What follows belongs to an exercise in optimizing a design on an open flow for small area and a short achievable clock period; a production flow would make more cautious choices. Function was checked by simulation only, so behaviour that the tests miss may differ from the original. Power figures rest on the tool's default switching activity, not on a simulated workload.

## flow/design.v (module list and top-level ports; edited modules follow where they fit)
// module fa: 6 lines
// module rca_8bit: 16 lines
// module rca_16bit: 11 lines
// module rca_32bit: 10 lines
// module mul_16bit: 5 lines
// module dff_16bit: 13 lines
// module fir_filter: 3793 lines
// module p_aoi21: 5 lines
// module p_maj3: 5 lines
// module p_nand2: 5 lines
// module p_nor2: 5 lines
// module p_oai21: 5 lines
// module p_xnor2: 5 lines
// module p_xor2: 5 lines
// module ha: 6 lines
module fir_filter (
    input clk,
    input reset,
    input [15:0] xin,
    output [31:0] yout
);
  // ...
==> flow/flow/run.sh <==
#!/bin/bash
# The standard layout (standard.sh), unchanged except that the port
# buffers that global placement inserts are buf_2 cells instead of the
# weakest (delay) buffer: flow/port_buffers.tcl runs before global placement
# and only marks the delay buffers and buf_1/clkbuf_1 don't-use for that step.
set -euo pipefail
export PRE_GLOBAL_PLACE_TCL="$(pwd)/flow/port_buffers.tcl"
bash standard.sh > standard_flow.log 2>&1
==> flow/flow/port_buffers.tcl <==
# Sourced by ORFS global_place.tcl just before buffer_ports: buffer_ports takes
# the weakest buffer that is not don't-use, so hide the delay cells and the
# size-1 buffers for this step; it then inserts sky130_fd_sc_hd__buf_2.
set_dont_use [get_lib_cells {sky130_fd_sc_hd__clkdlybuf4s* sky130_fd_sc_hd__dlygate* sky130_fd_sc_hd__dlymetal* sky130_fd_sc_hd__clkbuf_1 sky130_fd_sc_hd__buf_1}]
==> flow/standard.sh <==
#!/bin/bash
# synth_recipe.tcl (not shown) runs the flow's synth.tcl, then flattens the netlist and writes it again
# the make line also repeats each setting of config.mk as NAME=value (left out here)
make -C /OpenROAD-flow-scripts/flow DESIGN_CONFIG=/design/flow/config.mk WORK_HOME=/design/flow/orfs CLKGATE_MAP_FILE= SYNTH_SCRIPT=/design/flow/synth_recipe.tcl "${@:-finish}"
==> flow/config.mk <==
export PLATFORM = sky130hd
export DESIGN_NAME = fir_filter
export DESIGN_NICKNAME = fir_filter
export VERILOG_FILES = /design/flow/design.v
export SDC_FILE = /design/flow/constraint.sdc
export NUM_CORES = 4
export LEC_CHECK = 0
export CAP_MARGIN = 20
export CORE_MARGIN = 2
export CORE_UTILIZATION = 50
export SLEW_MARGIN = 20
export SYNTH_HIERARCHICAL = 1
export SYNTH_MINIMUM_KEEP_SIZE = 0
==> flow/constraint.sdc <==
create_clock -name core_clock -period 65.0 [get_ports {clk}]
set_input_delay 13.0000 -clock core_clock [delete_from_list [all_inputs] [get_ports {clk}]]
set_output_delay 13.0000 -clock core_clock [all_outputs]
set_load 0.01 [all_outputs]
==> impl_metrics.json, run 1 <==
{
  "status": "complete, no violations",
  "sh_seq_area_pct": 36.4,
  "finalHoldViolCount": 0,
  "wl_met3_mm": 5.49,
  "cp_num_cells": 10,
  "routed_wl_mm": 123,
  "synth_seq_area_share_pct": 40.2,
  "slew_violations": 0,
  "dp_hpwl_mm": 102,
  "synth-seq-cells": 1007,
  "area_growth_pct": 10.4,
  "critPathCapture": "yr[21]",
  "switching_power_w": 0.000577,
  "yosys-top-cells-area": "fa_1, dfxtp_1, nor2_1",
  "hold_end": "d47[10]",
  "seqPwrFrac_pct": 38.1,
  "grt_max_degree": 204,
  "reg2reg_to": "ra23",
  "rsz0062_at_grt": "no",
  "period_share_pct": 22.4,
  "post_cts_resized": 0,
  "clk_pin_slew_worst_paths_ns": 0.06,
  "vdd_drop_max_mv": 0.0266,
  "relSlewSlack_pct": 26.0,
  "largest_class": "multi-input combinational cells",
  "nClkBuffers": 148,
  "busiest_layer": "met2",
  "cpMaxStageDelayCell": "o21ai_1",
  "largest_register": "yr",
  "final.setup.tns_ns": 0,
  "multiInputGateArea_um2": 28700,
  "inv_count": 298,
  "r2r.worst_path.cells": 32,
  "grtUsageMet1_pct": 34.6,
  "setup.worst_path.start": "xin[14]",
  "clock-sinks": 1007,
  "hold_start": "d46[10]",
  "final-seq-area_um2": 20300,
  "ys.flop_type": "dfxtp_1",
  "final_cell_mix": "fa_1, dfxtp_1, nor2_1",
  "multi_input_area_share_pct": 51.5
}
==> run 2, diff against run 1 <==
==> flow/run.sh (new file) <==
#!/bin/bash
# synth_recipe.tcl (not shown) runs the flow's synth.tcl, then flattens the netlist and writes it again
# the make line also repeats each setting of config.mk as NAME=value (left out here)
make -C /OpenROAD-flow-scripts/flow DESIGN_CONFIG=/design/flow/config.mk WORK_HOME=/design/flow/orfs CLKGATE_MAP_FILE= SYNTH_SCRIPT=/design/flow/synth_recipe.tcl finish
removed: flow/flow/run.sh
removed: flow/flow/port_buffers.tcl
removed: flow/standard.sh
==> run 2 against run 1 <==
Still clean on timing, DRC and antenna; first-iteration DRC count grew 7.8%; clock power hardly changed; hold slack lost 0.0020 ns; routed wire length fell by 0.66%; global-route usage decreased by 0.13 points; cell count hardly changed; sequential share of layout area decreased by 0.19 points; area after synthesis unchanged; synthesized cell count unchanged; largest cell class unchanged; highest routed layer is now met4.
==> impl_metrics.json, run 2 <==
{
  "status": "complete, no violations",
  "antenna_cells": 0,
  "syn_nets": 5104,
  "num_io_pins": 50,
  "crit_chain": "clkdlybuf4s50_1 > xor2_1 > xor2_1 > nor2_1 > nor2_1 > nand2_1 > o21ai_1 > a21oi_2 > o21ai_1 > xor2_1",
  "multiInputGateArea_um2": 28800,
  "drive_gt1_share_pct": 6.93,
  "r2r.worst_path.cells": 30,
  "reg2reg_to": "ra23",
  "yosysTopAreaCellShare_pct": 40.4,
  "antenna_found_initial": 1,
  "slew_violations": 0,
  "max_stage_delay_ns": 0.63,
  "vdd_drop_max_mv": 0.0238,
  "viasPerCell": 4.92,
  "rsz0062_at_grt": "no",
  "r2r_setup_slack_ns": 51.92,
  "period_share_pct": 23.1,
  "grt_pass1_wl_mm": 190,
  "clk_pin_slew_worst_paths_ns": 0.07,
  "cts_root_buf": "clkbuf_16",
  "synth_seq_area_share_pct": 40.2,
  "fin_skew_ns": 0.0308,
  "htree_levels": 3,
  "cpMaxStageDelayCell": "clkdlybuf4s50_1",
  "yosysMostFrequentCell": "fa_1",
  "synth-seq-cells": 1007,
  "grt_pass1_vias": 30200,
  "hold_end": "d31[8]",
  "hold_class": "reg2reg",
  "die_y_um": 322,
  "crit_arrival_ns": 15.66,
  "insertion_delay_ns": 0.71,
  "worstPathMaxFanout": 5,
  "core_area_um2": 100000,
  "leakage_nw": 24.2,
  "first_pass_iters": 5,
  "yosys-top-cells-area": "fa_1, dfxtp_1, nor2_1",
  "r2r-start": "d21[0]",
  "synth-warning-count": 7,
  "power_density_nw_per_um2": 31.5,
  "area_growth_pct": 11.0,
  "cap_violations": 0,
  "syn_avg_cell_area_um2": 12.6,
  "worst_slew_pin_slew_ns": 0.997,
  "synth_top_area_cell": "fa_1",
  "largest_register": "yr",
  "fillCellCount": 8423,
  "grt-ovfl-total": 0,
  "setup_violations": 0,
  "die_x_um": 322,
  "crit_type": "in2reg",
  "holdPathStages": 1,
  "fmaxAchievable_mhz": 66.6,
  "post_cts_resized": 0,
  "floorplan.initialDensity_pct": 50.5,
  "fin_crit_ns": 15.03,
  "cp_num_cells": 10,
  "clock-sinks": 1007,
  "die_area_um2": 104000,
  "synthCells": 4002,
  "postCtsSetupBuffers": 0,
  "synth_commonest_cells": "fa_1, dfxtp_1, nor2_1, nand2_1, inv_1",
  "nets": 5168,
  "via_count": 26800,
  "groute.usage.overall_pct": 25.2,
  "drcViolationCount": 0,
  "postRouteAntennaNets": 0,
  "numCtsBuffers": 103,
  "worstPathRequired_ns": 65.63,
  "first_iter_violations": 1790,
  "finalWeightedCongestion": 0.926,
  "final.setup.tns_ns": 0,
  "fin_util_pct": 56.0,
  "synth-edff-count": 0,
  "ctsHoldBuffers": 0,
  "end_kind": "flop",
  "crit_top_cell": "xor2_1",
  "grt_max_degree": 157,
  "final-seq-area_um2": 20300,
  "largest_register_ffs": 32,
  "worst-path-buf-inv": 1,
  "final_cell_mix": "fa_1, dfxtp_1, nor2_1",
  "yosysUniqueCellTypes": 21,
  "relSlewSlack_pct": 33.6,
  "ys.flop_type": "dfxtp_1",
  "async_flop_share_pct": 3.48,
  "io_buffer_count": 49,
  "startpoint_type": "input pin",
  "clockBufferDepth": 3,
  "critical_path.top_delay_family": "compound AO/OA/AOI/OAI gates",
  "hold_start": "d30[8]",
  "dp_hpwl_mm": 102,
  "finalHoldViolCount": 0,
  "rows": 116,
  "cts_tree": "yes",
  "mostFrequentLayoutCell": "fa_1",
  "routed_wl_mm": 122,
  "syn_area_um2": 50600,
  "wl_per_cell_um": 22.3
}
-- run 2: per-module statistics from Yosys (local to each module, per instance) --
module	flip-flops and latches	cell area (um^2)
ha	0	12.5
p_aoi21	0	8.76
p_maj3	0	11.3
fa	0	20.0
p_oai21	0	5.00
p_nand2	0	3.75
p_xor2	0	8.76
fir_filter	1007	26500
p_xnor2	0	8.76
p_nor2	0	3.75
-- run 2: cell type report --
cell class	instances	share of cell area (%)
well taps	1298	2.89
inverters	298	1.99
repair buffers	59	1.05
clock buffers	140	5.27
flip-flops and latches	1007	36.2
multi-input cells	2597	51.2
clock inverters	54	1.32
-- run 2: kinds of logic after synthesis --
family                   after synthesis  share of synthesized area, %
adder cells (fa/ha/maj)             1099                          42.3
other                                  2                        0.0148
XOR/XNOR                             177                          3.78
flip-flops                          1007                          40.2
AO/OA/AOI/OAI                        145                          1.86
buffers and inverters                398                          2.95
AND/OR/NAND/NOR                     1174                          8.88
-- run 2: per-stage QoR --
step	worst slack [ns]	power [W]	instances	hold slack (ns)	instance area, um^2
floorplan	50.52	0.000989	4002	0.352	50600
global route	49.81	0.00187	5453	0.371	56100
global placement	49.35	0.00116	5259	0.352	52400
CTS	50.06	0.00179	5453	0.360	56100
detailed placement	49.29	0.00116	5259	0.355	52400
finish	49.97	0.00177	5453	0.360	56100
-- run 2: power breakdown --
part / switching [W] / internal [W] / leakage (nW)
clock network: 0.000260 / 0.000367 / 1.82
registers: 0.0000211 / 0.000650 / 8.28
logic: 0.000287 / 0.000181 / 14.1
-- run 2: worst max-delay path by stage --
stage                       from      to  slack, ns
after floorplan           xin[3]  yr[31]      50.52
after global placement    xin[4]  yr[30]      49.35
after detailed placement  xin[4]  yr[30]      49.29
after CTS                 xin[4]  yr[30]      50.06
after global routing      xin[3]  yr[30]      49.81
final                     xin[4]  yr[30]      49.97
-- run 2: layer usage --
layer	share of wire [%]	wire (um)	up-vias	track usage (%)
met5	0	0	-	0
met4	3.7	4480	0	8.66
met3	4.2	5080	193	4.18
met2	49	59500	534	41.7
met1	43	52600	13900	33.8
li1	-	-	12200	-

re-timing with driven ports:
In the flow no input, the clock included, has a driving cell. The finished layouts below were timed again as built, in two steps.
Step 1 assumes that a clkbuf_16 drives the clock port and a buf_2 every other input.
Step 2 times the ports against the registers' clock, not the clock port: input delays grow and output delays shrink by t, the midpoint of the rising clock arrivals with the driver on.
a / b / c = ideal ports / drivers / drivers and shift; a / b = the first two.
| run | t (ns) | slack for setup (ns) | clock arrival spread, ns | slew at the worst register clock pin (ns) |
|---|---|---|---|---|
| run 1 | 0.759 | 50.452 / 50.467 / 49.708 | 0.050 / 0.050 | 0.07 / 0.07 |
| run 2 | 0.768 | 49.974 / 50.017 / 49.250 | 0.036 / 0.035 | 0.07 / 0.07 |
After both steps setup and hold are still met in every run listed. The setup slack of run 1, which loses most, moves by +0.015 ns with the drivers and by -0.744 ns with both steps.
